From an optimization exercise on the open Yosys and OpenROAD flow, aimed at small area and few clock cycles per item; shortcuts taken in it are not production practice.
The RTL was checked by simulation tests, not by an equivalence proof against the original design.
Power is estimated from default activity; no workload was simulated.

<file path="design/flow/run.sh">
#!/bin/bash
# synth_recipe.tcl (not shown) runs the flow's synth.tcl, then flattens the netlist and writes it again
# the make line also repeats each setting of config.mk as NAME=value (left out here)
make -C /OpenROAD-flow-scripts/flow DESIGN_CONFIG=/design/flow/config.mk WORK_HOME=/design/flow/orfs CLKGATE_MAP_FILE= SYNTH_SCRIPT=/design/flow/synth_recipe.tcl finish
</file>
<file path="design/flow/constraint.sdc">
create_clock -name core_clock -period 15.0 [get_ports {clk}]
set_input_delay 3.0000 -clock core_clock [delete_from_list [all_inputs] [get_ports {clk}]]
set_output_delay 3.0000 -clock core_clock [all_outputs]
set_load 0.01 [all_outputs]
</file>
<file path="design/flow/design.v">
module MAZE(
    input clk,
    input rst_n,
    input in_valid,
    input [1:0] in,
    output reg out_valid,
    output reg [1:0] out
);
reg        walk;           
reg  [4:0] r, c;           
reg  [1:0] hd;             
reg        sw;             
reg  [1:0] ch [0:143];     
reg  [1:0] nd [0:8];       
wire load = in_valid & ~walk;
wire r_odd = r[0];
wire c_odd = c[0];
wire is_node  = load & ~r_odd & ~c_odd;
wire is_hedge = load & ~r_odd &  c_odd;
wire is_vedge = load &  r_odd & ~c_odd;
wire push = is_hedge | is_vedge;
wire at_node = ~r[0] & ~c[0];
wire last_in = load & (r == 5'd16) & (c == 5'd16);
function [1:0] fold_raw;
    input [1:0] e;
    input [1:0] n;
    begin
        case (e)
            2'd1: fold_raw = 2'b00;
            2'd2: fold_raw = 2'b11;
            2'd3: fold_raw = 2'b01;
            default: fold_raw = (n == 2'd2) ? 2'b11 : (n == 2'd3) ? 2'b01 : 2'b10;
        endcase
    end
endfunction
function [1:0] fold_st;
    input [1:0] x;
    input [1:0] n;
    begin
        fold_st = (x == 2'b10) ? ((n == 2'd2) ? 2'b11 : (n == 2'd3) ? 2'b01 : 2'b10) : x;
    end
endfunction
wire [1:0] push_val = fold_raw(in, c_odd ? nd[0] : nd[8]);
wire [1:0] H [0:8][0:9];    
wire [1:0] V [0:9][0:8];    
genvar gi, gj;
generate
    for (gi = 0; gi < 9; gi = gi + 1) begin : g_h
        assign H[gi][0] = 2'b00;
        assign H[gi][9] = 2'b00;
        for (gj = 0; gj < 8; gj = gj + 1) begin : g_hc
            assign H[gi][gj+1] = ch[143 - 17*gi - gj];
        end
    end
    for (gj = 0; gj < 9; gj = gj + 1) begin : g_v
        assign V[0][gj] = 2'b00;
        assign V[9][gj] = 2'b00;
        for (gi = 0; gi < 8; gi = gi + 1) begin : g_vr
            assign V[gi+1][gj] = ch[135 - 17*gi - gj];
        end
    end
endgenerate
wire [8:0] rowm, colm;
generate
    for (gi = 0; gi < 9; gi = gi + 1) begin : g_m
        assign rowm[gi] = ~walk | (r == 2*gi) | (r == 2*gi + 1) | (r == 2*gi - 1) |
                          (at_node & ((r == 2*gi + 2) | (r == 2*gi - 2)));
        assign colm[gi] = ~walk | (c == 2*gi) | (c == 2*gi + 1) | (c == 2*gi - 1) |
                          (at_node & ((c == 2*gi + 2) | (c == 2*gi - 2)));
    end
endgenerate
wire dead [0:8][0:8];
generate
    for (gi = 0; gi < 9; gi = gi + 1) begin : g_dr
        for (gj = 0; gj < 9; gj = gj + 1) begin : g_dc
            if ((gi == 0 && gj == 0) || (gi == 8 && gj == 8)) begin : g_keep
                assign dead[gi][gj] = 1'b0;
            end else begin : g_fill
                wire [1:0] e0 = H[gi][gj+1];
                wire [1:0] e1 = V[gi+1][gj];
                wire [1:0] e2 = H[gi][gj];
                wire [1:0] e3 = V[gi][gj];
                wire o0 = |e0, o1 = |e1, o2 = |e2, o3 = |e3;
                wire s = (&e0) | (&e1) | (&e2) | (&e3);
                wire many = (o0 & o1) | (o0 & o2) | (o0 & o3) | (o1 & o2) | (o1 & o3) | (o2 & o3);
                assign dead[gi][gj] = ~many & ~s & ~(rowm[gi] & colm[gj]);
            end
        end
    end
endgenerate
wire clr [0:143];
generate
    for (gi = 0; gi < 9; gi = gi + 1) begin : g_ch
        for (gj = 0; gj < 8; gj = gj + 1) begin : g_chc
            assign clr[143 - 17*gi - gj] = dead[gi][gj] | dead[gi][gj+1];
        end
    end
    for (gi = 0; gi < 8; gi = gi + 1) begin : g_cv
        for (gj = 0; gj < 9; gj = gj + 1) begin : g_cvc
            assign clr[135 - 17*gi - gj] = dead[gi][gj] | dead[gi+1][gj];
        end
    end
endgenerate
integer k;
always @(posedge clk) begin
    if (push) begin
        ch[0] <= push_val;
        for (k = 1; k < 144; k = k + 1) ch[k] <= ch[k-1];
    end else begin
        for (k = 0; k < 144; k = k + 1)
            if (clr[k]) ch[k] <= 2'b00;
        if (is_node & (c != 5'd0)) ch[0] <= fold_st(ch[0], in);
        if (is_node & (r != 5'd0)) ch[8] <= fold_st(ch[8], in);
    end
end
always @(posedge clk) begin
    if (load & ~c_odd) begin
        nd[0] <= in;
        for (k = 1; k < 9; k = k + 1) nd[k] <= nd[k-1];
    end
end
wire [3:0] R = r[4:1];
wire [3:0] C = c[4:1];
wire [179:0] Hf;    
wire [179:0] Vf;    
generate
    for (gi = 0; gi < 9; gi = gi + 1) begin : g_hf
        for (gj = 0; gj < 10; gj = gj + 1) begin : g_hfc
            assign Hf[(gi*10+gj)*2 +: 2] = H[gi][gj];
        end
    end
    for (gi = 0; gi < 10; gi = gi + 1) begin : g_vf
        for (gj = 0; gj < 9; gj = gj + 1) begin : g_vfc
            assign Vf[(gi*9+gj)*2 +: 2] = V[gi][gj];
        end
    end
endgenerate
wire [7:0] hidx = R*10 + C;
wire [7:0] vidx = R*9 + C;
wire [1:0] eg [0:3];
assign eg[0] = Hf[(hidx+1)*2 +: 2];
assign eg[1] = Vf[(vidx+9)*2 +: 2];
assign eg[2] = Hf[hidx*2 +: 2];
assign eg[3] = Vf[vidx*2 +: 2];
wire [3:0] pass;
assign pass[0] = eg[0][1] | (eg[0][0] & sw);
assign pass[1] = eg[1][1] | (eg[1][0] & sw);
assign pass[2] = eg[2][1] | (eg[2][0] & sw);
assign pass[3] = eg[3][1] | (eg[3][0] & sw);
wire [1:0] hl = hd + 2'd3;
wire [1:0] hr = hd + 2'd1;
wire [1:0] hb = hd + 2'd2;
wire [1:0] dn = ~at_node ? hd :
                pass[hl] ? hl :
                pass[hd] ? hd :
                pass[hr] ? hr : hb;
wire got = at_node & (&eg[dn]);
wire [1:0] e00 = ch[143];
wire sw0 = sw;
wire d0 = ~(e00[1] | (e00[0] & sw0));    
wire at_end = (r == 5'd16) & (c == 5'd16);
always @(posedge clk or negedge rst_n) begin
    if (!rst_n) begin
        walk <= 1'b0;
        r <= 5'd0;
        c <= 5'd0;
        out_valid <= 1'b0;
        out <= 2'd0;
    end else if (walk) begin
        if (at_end) begin
            walk <= 1'b0;
            r <= 5'd0;
            c <= 5'd0;
            out_valid <= 1'b0;
            out <= 2'd0;
        end else begin
            out_valid <= 1'b1;
            out <= dn;
            case (dn)
                2'd0: c <= c + 5'd1;
                2'd1: r <= r + 5'd1;
                2'd2: c <= c - 5'd1;
                default: r <= r - 5'd1;
            endcase
        end
    end else if (load) begin
        if (last_in) begin
            walk <= 1'b1;
            out_valid <= 1'b1;
            out <= {1'b0, d0};
            r <= {4'd0, d0};
            c <= {4'd0, ~d0};
        end else if (c == 5'd16) begin
            c <= 5'd0;
            r <= r + 5'd1;
        end else begin
            c <= c + 5'd1;
        end
    end
end
always @(posedge clk) begin
    if (walk) begin
        hd <= dn;
        if (got) sw <= 1'b1;
    end else if (load) begin
        if (last_in) begin
            hd <= {1'b0, d0};
            if (d0 ? (&ch[135]) : (&ch[143])) sw <= 1'b1;
        end
        if ((r == 5'd0) & (c == 5'd0)) sw <= (in == 2'd2);
    end
end
endmodule
</file>
<file path="design/flow/config.mk">
export PLATFORM = sky130hd
export DESIGN_NAME = MAZE
export DESIGN_NICKNAME = MAZE
export VERILOG_FILES = /design/flow/design.v
export SDC_FILE = /design/flow/constraint.sdc
export NUM_CORES = 4
export LEC_CHECK = 0
export CAP_MARGIN = 20
export CORE_MARGIN = 2
export CORE_UTILIZATION = 40
export SLEW_MARGIN = 20
</file>
==> run_results.csv <==
group,metric,value,unit
clock_network,cts_tree,"yes",
place,placedCellCount,3116,
drt,wl_per_cell,28.39,um
yosys,ys_ff_latch,323,
timing,fin_worst_skew,0.01895,ns
pwr,cellPowerDensity,74.24,mW/mm2
global_routing,globalRouteOverflowTotal,0,
drt,dr_total_vias,21889,
drt,first_pass_iters,5,
place,gp_congestion,0.9512,
finish,area_growth,7.933,%
worst_setup_path,r2r_cells,12,
global_routing,grt_max_degree,141,
pwr,ir_drop,0.05936,mV
timing,fin_crit,6.043,ns
die,die_area,0.06243,mm2
yosys,synth.top_cell.area_share,38.38,%
die,io_pins,8,
clock_network,hold_buffers,0,
die,core_area,0.06002,mm2
job,max-cap-violations,0,
yosys,syn_avg_cell_area,9.865,um2
finish,fin_cells,3192,
worst_setup_path,arrival,6.53,ns
min_path,holdCritStartpoint,"nd[5][1]$_DFFE_PP_",
timing,slew_violations,0,
worst_setup_path,r2r-end,"c[4]$_DFFE_PN0P_",
finish,fin_nets,2415,
yosys,yosysSeqAreaShare,39.82,%
yosys,synth.largest_area_cell,"edfxtp_1",
timing,clock.fmax,165.5,MHz
timing,setup_violations,0,
drt,final_antenna_net_count,0,
yosys,yosysWarnings,3,
clock_network,post_cts_resized,0,
die,initial_core_util,40.29,%
clock_network,clock_sinks,323,
drt,top_layer,"met5",
min_path,hold-path-endpoint,"nd[6][1]$_DFFE_PP_",
global_routing,track_usage,28.43,%
die,rows,90,
worst_setup_path,crit_type,"reg2reg",
yosys,synth_edf_count,309,
die,dieHeight,249.9,um
place,port_buffers,7,
global_routing,grt_pass1_wl,134400,um
worst_setup_path,worst_setup_path_end_kind,"flop",
drt,drcViolationCount,0,
clock_network,clockBufferDepth,3,
worst_setup_path,path_max_fanout,45,
drt,drt-total-wl,90640,um
global_routing,grt_pass1_vias,20404,
min_path,hold_path.class,"reg2reg",
clock_network,cts_inserted_buffers,39,
clock_network,insertion_delay,0.57,ns
timing,hold_viol_final,0,
yosys,synth_flop_cell,"edfxtp_1",
yosys,syn_nets,2490,
yosys,synthTopCellsByArea,"edfxtp_1, mux4_2, and3_1",
worst_setup_path,r2r-start,"c[1]$_DFFE_PN0P_",
min_path,min_path_cells,0,
finish,mostFrequentLayoutCell,"nand2_1",
pwr,p_leak,0.01067,uW
yosys,synth.distinct_cells,96,
timing,maxSlewHeadroom,17.34,%
finish,final_cell_mix,"nand2_1, edfxtp_1, and3_1, nor2_1, a21oi_1",
timing,tightest_slew,1.240,ns
worst_setup_path,cp.required,15.49,ns
timing,timing.final.crit_share,40.29,%
clock_network,root_buffer,"clkbuf_16",
worst_setup_path,startpoint_type,"flop",
die,die_w,249.9,um
clock_network,clk_pin_slew,0.06,ns
timing,rsz0062_at_grt,"no",
run_status,status,"finished clean",
yosys,synth_area,0.02418,mm2
drt,route.met2.wl,39720,um
yosys,ys_async_sr_fraction,4.334,%
place,hpwl,65370,um
global_routing,antenna_found_initial,3,
drt,wl_met3,10430,um
clock_network,cts_htree_levels,2,
yosys,syn_inst,2451,
finish,layout-drive-gt1-share,9.771,%
worst_setup_path,rrSetupSlack,8.96,ns
drt,drtIter0Drc,3450,
drt,wirelength_met1,36140,um
drt,viasPerCell,6.857,
timing,timing.setup.tns,0,ns
clock_network,post_cts_buffers,0,
per-stage QoR:
step	utilization, %	hold WS [ns]	cell area, um2	total power [uW]	setup slack [ns]
detailed placement	41.30	0.4045	24790	995.1	8.599
floorplan	-	0.4003	24180	992.6	10.21
global placement	41.29	0.4054	24780	995.1	8.652
CTS	43.40	0.4225	26050	1946	9.058
finish	43.48	0.4208	26100	1938	8.957
global route	43.47	0.4253	26090	1983	8.680
power breakdown:
part	internal, uW	switching, uW	total, uW
sequential	973	0	973
combinational	1.24	1.92	3.17
clock	567	395	961
total	1540	397	1940
registers in the layout, summed over array words and instances, names as in the netlist:
register and count:
out 2, out_valid 1, c 5, hd 2, walk 1, r 5
sw 1, nd 18, ch 288
cells by family after synthesis:
logic type | after synthesis | synth area share (%)
AOI/OAI and AO/OA | 435 | 12.98
xor gates and xnor gates | 11 | 0.4864
adders and majority gates | 99 | 4.543
buffers and inverters | 193 | 3.814
DFF | 323 | 39.82
muxes | 189 | 14.39
and+or+nand+nor | 1201 | 23.96
worst max-delay path by stage:
stage,start,to,slack (ns),depth (start not counted)
after global routing,c[1]$_DFFE_PN0P_,c[1]$_DFFE_PN0P_,8.68,12
after global placement,in_valid,ch[0][1]$_DFFE_PP_,8.65,7
after detailed placement,in_valid,ch[0][1]$_DFFE_PP_,8.60,7
final,c[1]$_DFFE_PN0P_,c[4]$_DFFE_PN0P_,8.96,12
after floorplan,in_valid,ch[35][0]$_SDFFCE_PN0P_,10.21,8
after CTS,c[1]$_DFFE_PN0P_,c[4]$_DFFE_PN0P_,9.06,12
cells in the mapped netlist, types with 38 or more instances:
master      n
a21oi_1    99
a221oi_1   39
and3_1    280
clkbuf_1   98
edfxtp_1  309
inv_1      38
maj3_1     65
mux2i_1    57
mux4_2     90
nand2_1   383
nand3_1    83
nand4_1    55
nor2_1    261
o21ai_0    72
critical path, stage by stage (launching register included):
cell and delay [ns]:
dfrtp_4 0.72, ha_4 0.72, buf_4 0.69, mux4_1 0.68
mux4_2 0.53, o22a_1 0.23, o311ai_2 0.47, a32oi_1 0.21
o22ai_2 0.68, and2_2 0.35, nand2_1 0.09, o32a_1 0.35
o2bb2ai_1 0.14
final cells by class:
cell class / count / area [um2]
tap: 782 / 978.4
sequential: 323 / 9633
timing repair buffer: 38 / 330.3
multi-input combinational: 1935 / 13730
inverter: 39 / 146.4
clock inverter: 22 / 210.2
clock buffer: 48 / 1052
fill: 5721 / 33920
antenna: 5 / 12.51
layer usage:
metal,track usage (%),vias to the layer above
li1,-,9367
met1,39.53,10823
met2,42.43,1455
met3,6.028,240
met4,13.18,4
met5,0,-
Testbench counts, summed over its fixed seeds: cycles 32,192, items 96.

[port drivers added, routing unchanged]
The results above use ideal ports. As a check the final layout listed here was re-extracted and re-timed, cells and wires unchanged. Step 1 sets driving cells, clkbuf_16 on the clock port and buf_2 on the other inputs (assumed; they add their load-dependent delay and slew). Step 2 times the ports against the registers' clock, not the clock port: input delays grow and output delays shrink by t, the midpoint of the rising clock arrivals with the driver on. Three values: no drivers, after step 1, after step 2; two values: the first two.
shift t [ns]: 0.628
slack for setup (ns): 8.957 / 8.957 / 8.838
worst setup path at the end: input to register
clock arrival spread, ns: 0.019 / 0.020
worst slew at a driven data input, ns: 0.03
After both steps this run still meets setup and hold. The setup slack of this run moves by 0.000 ns with the drivers and by -0.119 ns with both steps.
